From an optimization exercise on the open Yosys and OpenROAD flow, aimed at small area; shortcuts taken in it are not production practice.
Function was checked by simulation only, so behaviour that the tests miss may differ from the original.
The clock input has no modelled driver; a real chip could not lean on it and would need a root buffer or a full tree.

==> job 5532 <==
==> flow/design.v <==
module puls_gen(CLK, RST_N, KEY, PULS);
	input CLK;
	input RST_N;
	input KEY;
	output PULS;
	reg delay_KEY;
	always @(posedge CLK) begin
		if(!RST_N) begin
			delay_KEY <= 1'b1;
		end else begin
			delay_KEY <= KEY;
		end
	end
	assign PULS = ({delay_KEY, KEY} == 2'b10) ? 1'b0 : 1'b1;
endmodule
module dec_7seg(IN, OUT);
	input [3:0] IN;
	output [6:0] OUT;
	wire [3:0] d = IN;
	assign OUT[0] = (~d[2] & d[0]);
	assign OUT[1] = (~d[3] & d[2] & d[1]) | (d[3] & d[2] & ~d[0]);
	assign OUT[2] = (~d[3] & ~d[2] & ~d[1]);
	assign OUT[3] = (d[3] & ~d[1] & d[0]) | (~d[2] & d[1]);
	assign OUT[4] = (d[3]) | (~d[2] & d[1]);
	assign OUT[5] = (~d[2] & ~d[1]);
	assign OUT[6] = (~d[1] & d[0]);
endmodule
module dig_inc(IN, OUT);
	input [3:0] IN;
	output [3:0] OUT;
	wire [3:0] d = IN;
	assign OUT[0] = ~((~d[3] & ~d[2]) | (d[3] & ~d[1] & d[0]));
	assign OUT[1] = (d[3] & ~d[0]) | (d[2] & ~d[0]);
	assign OUT[2] = ~((~d[3] & ~d[1] & d[0]) | (~d[2] & ~d[1]));
	assign OUT[3] = (~d[3]);
endmodule
module dig_is9(IN, OUT);
	input [3:0] IN;
	output OUT;
	wire [3:0] d = IN;
	assign OUT = (d[3] & d[1]);
endmodule
module dig_is1(IN, OUT);
	input [3:0] IN;
	output OUT;
	wire [3:0] d = IN;
	assign OUT = (d[3] & ~d[2] & d[0]);
endmodule
module dec_2bit(IN, OUT);
	input [1:0] IN;
	output [6:0] OUT;
	assign OUT = (IN == 2'd0) ? 7'b1000000 :
	             (IN == 2'd1) ? 7'b1111001 :
	             (IN == 2'd2) ? 7'b0100100 : 7'b0110000;
endmodule
module game(CLK, DEBUG, CHANGE, STOP, ENTER, RESET, LEDR, LEDG, HEX7, HEX6, HEX5, HEX4, HEX3, HEX2, HEX1, HEX0);
	input CLK, DEBUG;
	input CHANGE, STOP, ENTER, RESET;
	output [17:0] LEDR;
	output [8:0] LEDG;
	output [6:0] HEX7, HEX6, HEX5, HEX4, HEX3, HEX2, HEX1, HEX0;
	reg [1:0] state;
	reg v;             
	reg [3:0] pos;     
	reg lr;
	reg [3:0] ph;      
	reg [8:0] blk;
	reg [8:0] m;
	reg [8:0] pre;     
	reg [3:0] h0, h1;  
	reg [3:0] s0;      
	reg [1:0] s1;      
	localparam [3:0] DIG0 = 4'd5;          
	localparam [8:0] M0   = 9'b000010001;  
	localparam [8:0] PRE0 = 9'b111101111;  
	wire change, enter, stop;
	puls_gen puls_change(CLK, RESET, CHANGE, change);
	puls_gen puls_enter(CLK, RESET, ENTER, enter);
	puls_gen puls_stop(CLK, RESET, STOP, stop);
	wire run  = (state == 2'd1);
	wire over = (pos == 4'd0) || (pos == 4'd15);
	wire ph4  = (ph == 4'b1110);
	wire ph14 = (ph == 4'b1000);
	wire mv   = run && ph4 && (blk == 9'd0);
	wire [8:0] mdn = {~(m[0] ^ m[5]), m[8:1]};
	wire last = (m == 9'd0);
	wire tick = run && pre[8] && pre[7] && pre[6] && pre[4] && pre[3] && pre[2] && pre[0];
	wire [3:0] h0n, h1n, s0n;
	wire h0w, h1w, s0w, s01;
	dig_inc inc_h0(h0, h0n);
	dig_inc inc_h1(h1, h1n);
	dig_inc inc_s0(s0, s0n);
	dig_is9 is9_h0(h0, h0w);
	dig_is9 is9_h1(h1, h1w);
	dig_is9 is9_s0(s0, s0w);
	dig_is1 is1_s0(s0, s01);
	wire sw = (s1 == 2'd3) && s01;
	always @(posedge CLK)
		v <= RESET;
	always @(posedge CLK) begin
		if (!RESET) begin
			state <= 2'd0;
			lr <= 1'b0;
			ph <= 4'b0000;
			blk <= M0;
			m <= M0;
			pre <= PRE0;
			h0 <= DIG0; h1 <= DIG0; s0 <= DIG0; s1 <= 2'd0;
		end else begin
			case (state)
				2'd0: begin
					state <= enter ? 2'd0 : 2'd1;
					pos <= 4'd8;
				end
				2'd1: state <= over ? 2'd3 : (!stop) ? 2'd2 : 2'd1;
				2'd2: state <= (!stop) ? 2'd1 : 2'd2;
				default: ;
			endcase
			if (run) begin
				if (!change) lr <= ~lr;
				if (mv) begin
					pos <= lr ? pos + 4'd1 : pos - 4'd1;
					m <= mdn;
					ph <= last ? 4'b1111 : 4'b0000;
					blk <= mdn;
				end else begin
					ph <= {ph[2:0], ~(ph[3] ^ ph[2])};
					if (ph14) blk <= {~(blk[0] ^ blk[5]), blk[8:1]};
				end
				pre <= tick ? PRE0 : {pre[7:0], ~(pre[8] ^ pre[4])};
			end
			if (tick) begin
				h0 <= h0n;
				if (h0w) begin
					h1 <= h1n;
					if (h1w) begin
						s0 <= sw ? DIG0 : s0n;
						s1 <= sw ? 2'd0 : s0w ? s1 + 2'd1 : s1;
					end
				end
			end
		end
	end
	genvar i;
	generate for (i = 0; i < 16; i = i + 1) begin : led
		assign LEDR[i+1] = v && (pos == i);
	end endgenerate
	assign LEDR[0] = v;
	assign LEDR[17] = v;
	assign LEDG = 9'd0;
	assign HEX6 = 7'h7f;
	assign HEX5 = 7'h7f;
	assign HEX4 = 7'h7f;
	dec_2bit dec_state(state, HEX7);
	dec_2bit HEX_sec_10(s1, HEX3);
	dec_7seg HEX_sec_1(s0, HEX2);
	dec_7seg HEX_msec_10(h1, HEX1);
	dec_7seg HEX_msec_1(h0, HEX0);
endmodule
==> flow/flow/run.sh <==
#!/bin/bash
# Standard ORFS flow with four changes: an area-oriented ABC script and no
# half/full-adder extraction in synthesis, one shared tie cell per constant,
# the smallest buffer (buf_1) for the port buffers, and a clock tree of one
# level of clock buffers (flow/cts.tcl) in place of clock_tree_synthesis.
set -euo pipefail
HERE=$PWD
rm -rf "$HERE/myscripts"
cp -r "$FLOW_HOME/scripts" "$HERE/myscripts"
cp "$HERE/flow/abc_area.script" "$HERE/myscripts/abc_area.script"
cp "$HERE/flow/cts.tcl" "$HERE/myscripts/cts.tcl"
bash standard.sh SCRIPTS_DIR="$HERE/myscripts" ADDER_MAP_FILE= synth > "$HERE/synth.log" 2>&1
bash standard.sh SCRIPTS_DIR="$HERE/myscripts" CLOCK_BUFFER=sky130_fd_sc_hd__clkbuf_8 CLOCK_GROUPS=3 SKIP_REPAIR_TIE_FANOUT=1 "BUFFER_PORTS_ARGS=-buffer_cell sky130_fd_sc_hd__buf_1" finish > "$HERE/layout.log" 2>&1
==> flow/flow/abc_area.script <==
strash
dch -f
map -a
strash
dch -f
map -a
strash
dch -f
map -a
topo
==> flow/flow/cts.tcl <==
utl::set_metrics_stage "cts__{}"
source $::env(SCRIPTS_DIR)/load.tcl
source $::env(SCRIPTS_DIR)/lec_check.tcl
erase_non_stage_variables cts
load_design 3_place.odb 3_place.sdc
source_step_tcl PRE CTS

# Clone clock tree inverters next to register loads
# so cts does not try to buffer the inverted clocks.
repair_clock_inverters

proc save_progress { stage } {
  puts "Run 'make gui_$stage.odb' to load progress snapshot"
  orfs_write_db $::env(RESULTS_DIR)/$stage.odb
  orfs_write_sdc $::env(RESULTS_DIR)/$stage.sdc
}

# Run CTS
set cts_args [list \
  -sink_clustering_enable \
  -repair_clock_nets]

append_env_var cts_args CTS_BUF_DISTANCE -distance_between_buffers 1
append_env_var cts_args CTS_CLUSTER_SIZE -sink_clustering_size 1
append_env_var cts_args CTS_CLUSTER_DIAMETER -sink_clustering_max_diameter 1
append_env_var cts_args CTS_BUF_LIST -buf_list 1
append_env_var cts_args CTS_LIB_NAME -library 1


if { [env_var_exists_and_non_empty CTS_ARGS] } {
  set cts_args $::env(CTS_ARGS)
}

set_dont_use $::env(DONT_USE_CELLS)

proc clock_buffers { cell k } {
  set block [ord::get_db_block]
  set clk_pin [lindex [[lindex [all_clocks] 0] sources] 0]
  set clk_net [[$block findBTerm [get_full_name $clk_pin]] getNet]
  set master [[ord::get_db] findMaster $cell]
  set sinks [$clk_net getITerms]
  set n [llength $sinks]
  set xs {}
  set ys {}
  foreach iterm $sinks {
    lassign [[$iterm getInst] getLocation] x y
    lappend xs $x
    lappend ys $y
  }
  # initial centres: sinks spread along the sorted x order
  set order [lsort -integer -indices $xs]
  set cx {}
  set cy {}
  for { set j 0 } { $j < $k } { incr j } {
    set i [lindex $order [expr { int(($j + 0.5) * $n / $k) }]]
    lappend cx [lindex $xs $i]
    lappend cy [lindex $ys $i]
  }
  for { set it 0 } { $it < 30 } { incr it } {
    set asg {}
    for { set i 0 } { $i < $n } { incr i } {
      set best 0
      set bd -1
      for { set j 0 } { $j < $k } { incr j } {
        set dx [expr { [lindex $xs $i] - [lindex $cx $j] }]
        set dy [expr { [lindex $ys $i] - [lindex $cy $j] }]
        set d [expr { abs($dx) + abs($dy) }]
        if { $bd < 0 || $d < $bd } {
          set bd $d
          set best $j
        }
      }
      lappend asg $best
    }
    for { set j 0 } { $j < $k } { incr j } {
      set sx 0
      set sy 0
      set c 0
      for { set i 0 } { $i < $n } { incr i } {
        if { [lindex $asg $i] == $j } {
          set sx [expr { $sx + [lindex $xs $i] }]
          set sy [expr { $sy + [lindex $ys $i] }]
          incr c
        }
      }
      if { $c > 0 } {
        lset cx $j [expr { $sx / $c }]
        lset cy $j [expr { $sy / $c }]
      }
    }
  }
  for { set j 0 } { $j < $k } { incr j } {
    set inst [odb::dbInst_create $block $master clkbuf_leaf_$j]
    set net [odb::dbNet_create $block clknet_leaf_$j]
    $net setSigType CLOCK
    set c 0
    for { set i 0 } { $i < $n } { incr i } {
      if { [lindex $asg $i] == $j } {
        set iterm [lindex $sinks $i]
        $iterm disconnect
        $iterm connect $net
        incr c
      }
    }
    [$inst findITerm A] connect $clk_net
    [$inst findITerm X] connect $net
    $inst setLocation [lindex $cx $j] [lindex $cy $j]
    $inst setPlacementStatus PLACED
    puts "clock buffer $j ($cell) drives $c clock pins"
  }
}
clock_buffers $::env(CLOCK_BUFFER) $::env(CLOCK_GROUPS)
set_propagated_clock [all_clocks]

utl::push_metrics_stage "cts__{}__pre_repair_timing"
log_cmd estimate_parasitics -placement
if { $::env(DETAILED_METRICS) } {
  report_metrics 4 "cts pre-repair-timing"
}
utl::pop_metrics_stage

set_placement_padding -global \
  -left $::env(CELL_PAD_IN_SITES_DETAIL_PLACEMENT) \
  -right $::env(CELL_PAD_IN_SITES_DETAIL_PLACEMENT)

set result [catch { detailed_placement } msg]
if { $result != 0 } {
  save_progress 4_1_error
  error "Detailed placement failed in CTS: $msg"
}

log_cmd estimate_parasitics -placement

if { $::env(CTS_SNAPSHOTS) } {
  save_progress 4_1_pre_repair_hold_setup
}

if { !$::env(SKIP_CTS_REPAIR_TIMING) } {
  if { $::env(EQUIVALENCE_CHECK) } {
    write_eqy_verilog 4_before_rsz.v
  }
  if { $::env(LEC_CHECK) } {
    write_lec_verilog 4_before_rsz_lec.v
  }

  repair_timing_helper

  if { $::env(EQUIVALENCE_CHECK) } {
    run_equivalence_test
  }
  if { $::env(LEC_CHECK) } {
    write_lec_verilog 4_after_rsz_lec.v
    run_lec_test 4_rsz 4_before_rsz_lec.v 4_after_rsz_lec.v
  }

  set result [catch { detailed_placement } msg]
  if { $result != 0 } {
    save_progress 4_1_error
    error "Detailed placement failed in CTS: $msg"
  }

  check_placement -verbose
}

report_metrics 4 "cts final"

source_step_tcl POST CTS

orfs_write_db $::env(RESULTS_DIR)/4_1_cts.odb
orfs_write_sdc $::env(RESULTS_DIR)/4_cts.sdc
==> flow/standard.sh <==
#!/bin/bash
# synth_recipe.tcl (not shown) runs the flow's synth.tcl, then flattens the netlist and writes it again
# the make line also repeats each setting of config.mk as NAME=value (left out here)
make -C /OpenROAD-flow-scripts/flow DESIGN_CONFIG=/design/flow/config.mk WORK_HOME=/design/flow/orfs CLKGATE_MAP_FILE= SYNTH_SCRIPT=/design/flow/synth_recipe.tcl "${@:-finish}"
==> flow/config.mk <==
export PLATFORM = sky130hd
export DESIGN_NAME = game
export DESIGN_NICKNAME = game
export VERILOG_FILES = /design/flow/design.v
export SDC_FILE = /design/flow/constraint.sdc
export NUM_CORES = 4
export LEC_CHECK = 0
export ABC_AREA = 1
export CAP_MARGIN = 20
export CORE_MARGIN = 2
export CORE_UTILIZATION = 60
export SLEW_MARGIN = 20
==> flow/constraint.sdc <==
create_clock -name core_clock -period 10.0 [get_ports {CLK}]
set_input_delay 2.0000 -clock core_clock [delete_from_list [all_inputs] [get_ports {CLK}]]
set_output_delay 2.0000 -clock core_clock [all_outputs]
set_load 0.01 [all_outputs]
==> job 3477 (differences from job 5532) <==
--- a/flow/design.v
+++ b/flow/design.v
@@ -98,4 +98,8 @@
 	always @(posedge CLK)
 		v <= RESET;
+	wire [3:0] posn = lr ? pos + 4'd1 : pos - 4'd1;
+	wire [3:0] pflip = (state == 2'd0) ? (pos ^ 4'd8) : mv ? (pos ^ posn) : 4'd0;
+	always @(posedge CLK)
+		pos <= pos ^ pflip;
 	always @(posedge CLK) begin
 		if (!RESET) begin
@@ -111,5 +115,4 @@
 				2'd0: begin
 					state <= enter ? 2'd0 : 2'd1;
-					pos <= 4'd8;
 				end
 				2'd1: state <= over ? 2'd3 : (!stop) ? 2'd2 : 2'd1;
@@ -120,5 +123,4 @@
 				if (!change) lr <= ~lr;
 				if (mv) begin
-					pos <= lr ? pos + 4'd1 : pos - 4'd1;
 					m <= mdn;
 					ph <= last ? 4'b1111 : 4'b0000;
--- a/flow/config.mk
+++ b/flow/config.mk
@@ -9,4 +9,4 @@
 export CAP_MARGIN = 20
 export CORE_MARGIN = 2
-export CORE_UTILIZATION = 60
+export CORE_UTILIZATION = 75
 export SLEW_MARGIN = 20
==> job 2130 (differences from job 5532) <==
==> flow/flow/run.sh (replaced) <==
#!/bin/bash
# Standard ORFS flow with four changes: an area-oriented ABC script and no
# half/full-adder extraction in synthesis, one shared tie cell per constant,
# the smallest buffer (buf_1) for the port buffers, and a clock tree of one
# clock buffer (flow/cts.tcl) in place of clock_tree_synthesis.
set -euo pipefail
HERE=$PWD
rm -rf "$HERE/myscripts"
cp -r "$FLOW_HOME/scripts" "$HERE/myscripts"
cp "$HERE/flow/abc_area.script" "$HERE/myscripts/abc_area.script"
cp "$HERE/flow/cts.tcl" "$HERE/myscripts/cts.tcl"
bash standard.sh SCRIPTS_DIR="$HERE/myscripts" ADDER_MAP_FILE= synth > "$HERE/synth.log" 2>&1
bash standard.sh SCRIPTS_DIR="$HERE/myscripts" SINGLE_CLOCK_BUFFER=sky130_fd_sc_hd__clkbuf_16 SKIP_REPAIR_TIE_FANOUT=1 "BUFFER_PORTS_ARGS=-buffer_cell sky130_fd_sc_hd__buf_1" finish > "$HERE/layout.log" 2>&1
==> flow/flow/cts.tcl (replaced) <==
utl::set_metrics_stage "cts__{}"
source $::env(SCRIPTS_DIR)/load.tcl
source $::env(SCRIPTS_DIR)/lec_check.tcl
erase_non_stage_variables cts
load_design 3_place.odb 3_place.sdc
source_step_tcl PRE CTS

# Clone clock tree inverters next to register loads
# so cts does not try to buffer the inverted clocks.
repair_clock_inverters

proc save_progress { stage } {
  puts "Run 'make gui_$stage.odb' to load progress snapshot"
  orfs_write_db $::env(RESULTS_DIR)/$stage.odb
  orfs_write_sdc $::env(RESULTS_DIR)/$stage.sdc
}

# Run CTS
set cts_args [list \
  -sink_clustering_enable \
  -repair_clock_nets]

append_env_var cts_args CTS_BUF_DISTANCE -distance_between_buffers 1
append_env_var cts_args CTS_CLUSTER_SIZE -sink_clustering_size 1
append_env_var cts_args CTS_CLUSTER_DIAMETER -sink_clustering_max_diameter 1
append_env_var cts_args CTS_BUF_LIST -buf_list 1
append_env_var cts_args CTS_LIB_NAME -library 1


if { [env_var_exists_and_non_empty CTS_ARGS] } {
  set cts_args $::env(CTS_ARGS)
}

set_dont_use $::env(DONT_USE_CELLS)

# The clock tree is a single clock buffer at the centre of the registers:
# the clock port drives its input, its output drives every register.
proc single_clock_buffer { cell } {
  set block [ord::get_db_block]
  set clk_port [lindex [get_property [lindex [all_clocks] 0] sources] 0]
  set clk_net [$block findNet [get_full_name [get_nets -of_objects $clk_port]]]
  set master [[ord::get_db] findMaster $cell]
  set inst [odb::dbInst_create $block $master clkbuf_root]
  set newnet [odb::dbNet_create $block clknet_root]
  $newnet setSigType CLOCK
  set xs 0
  set ys 0
  set n 0
  foreach iterm [$clk_net getITerms] {
    lassign [[$iterm getInst] getLocation] x y
    set xs [expr { $xs + $x }]
    set ys [expr { $ys + $y }]
    incr n
    $iterm disconnect
    $iterm connect $newnet
  }
  [$inst findITerm A] connect $clk_net
  [$inst findITerm X] connect $newnet
  $inst setLocation [expr { $xs / $n }] [expr { $ys / $n }]
  $inst setPlacementStatus PLACED
  puts "single clock buffer $cell drives $n clock pins"
}
single_clock_buffer $::env(SINGLE_CLOCK_BUFFER)
set_propagated_clock [all_clocks]

utl::push_metrics_stage "cts__{}__pre_repair_timing"
log_cmd estimate_parasitics -placement
if { $::env(DETAILED_METRICS) } {
  report_metrics 4 "cts pre-repair-timing"
}
utl::pop_metrics_stage

set_placement_padding -global \
  -left $::env(CELL_PAD_IN_SITES_DETAIL_PLACEMENT) \
  -right $::env(CELL_PAD_IN_SITES_DETAIL_PLACEMENT)

set result [catch { detailed_placement } msg]
if { $result != 0 } {
  save_progress 4_1_error
  error "Detailed placement failed in CTS: $msg"
}

log_cmd estimate_parasitics -placement

if { $::env(CTS_SNAPSHOTS) } {
  save_progress 4_1_pre_repair_hold_setup
}

if { !$::env(SKIP_CTS_REPAIR_TIMING) } {
  if { $::env(EQUIVALENCE_CHECK) } {
    write_eqy_verilog 4_before_rsz.v
  }
  if { $::env(LEC_CHECK) } {
    write_lec_verilog 4_before_rsz_lec.v
  }

  repair_timing_helper

  if { $::env(EQUIVALENCE_CHECK) } {
    run_equivalence_test
  }
  if { $::env(LEC_CHECK) } {
    write_lec_verilog 4_after_rsz_lec.v
    run_lec_test 4_rsz 4_before_rsz_lec.v 4_after_rsz_lec.v
  }

  set result [catch { detailed_placement } msg]
  if { $result != 0 } {
    save_progress 4_1_error
    error "Detailed placement failed in CTS: $msg"
  }

  check_placement -verbose
}

report_metrics 4 "cts final"

source_step_tcl POST CTS

orfs_write_db $::env(RESULTS_DIR)/4_1_cts.odb
orfs_write_sdc $::env(RESULTS_DIR)/4_cts.sdc
==> results_dict.tcl <==
set metrics [dict create \
    slowest_stage "clkinv_1" \
    num_rows 21 \
    synth_top_area_share_pct 41.1 \
    pg_comb_uw 39.1 \
    required_ns 10.04 \
    coreArea_um2 3420 \
    routed.top_layer "met4" \
    outcome "complete, no violations" \
    setup_slack_ns 5.77 \
    area.share.sequential_pct 40.6 \
    yosys-top-cells-count "63 x nor2_1, 56 x dfxtp_1, 48 x nand2_1, 44 x clkinv_1, 41 x a21oi_1" \
]
(the above is from job 3477)
==> results_dict.tcl <==
set metrics [dict create \
    outcome "complete, no violations" \
    slowest_stage "clkinv_1" \
    setup_slack_ns 6.52 \
    pg_comb_uw 46.1 \
    num_rows 24 \
    required_ns 10.03 \
]
(the above is from job 5532)
==> results_dict.tcl <==
set metrics [dict create \
    num_io_pins 89 \
    error "[ERROR STA-2204] get_property NULL is not an object." \
    outcome "did not finish" \
    num_rows 24 \
    synth_mux_area_share_pct 0 \
    ys_warn_count 2 \
    yosys_register_bits 56 \
    yosys.area_share.adder_pct 0 \
    yosys-top-cells-count "58 x nor2_1, 52 x dfxtp_1, 51 x nand2_1, 43 x clkinv_1" \
    stop_stage "clock tree synthesis" \
]
(the above is from job 2130)
The clock cells of job 5532 and job 3477 come from the design's own scripts or RTL, not from TritonCTS.

==> afterwards: timing with drivers on the ports <==
Ports are ideal in the flow. The routed layouts listed here were re-timed in OpenROAD.
Step 1 assumes that a clkbuf_16 drives the clock port and a buf_2 every other input.
Step 2 times the ports against the registers' clock, not the clock port: input delays grow and output delays shrink by t, the midpoint of the rising clock arrivals with the driver on.
a / b / c = no drivers / after step 1 / after step 2; a / b = the first two.
| run | t, ns | setup slack, ns | worst setup path at the end | clock arrival spread, ns | pins driven straight from the clock port |
|---|---|---|---|---|---|
| job 5532 | 0.212 | 6.518 / 6.543 / 6.332 | input to register | 0.018 / 0.019 | 3 |
| job 3477 | 0.205 | 5.772 / 5.790 / 5.585 | input to register | 0.028 / 0.028 | 3 |
After both steps every run listed still meets setup and hold. For job 3477, which loses most, drivers alone change the setup slack by +0.018 ns; drivers and shift together by -0.187 ns.
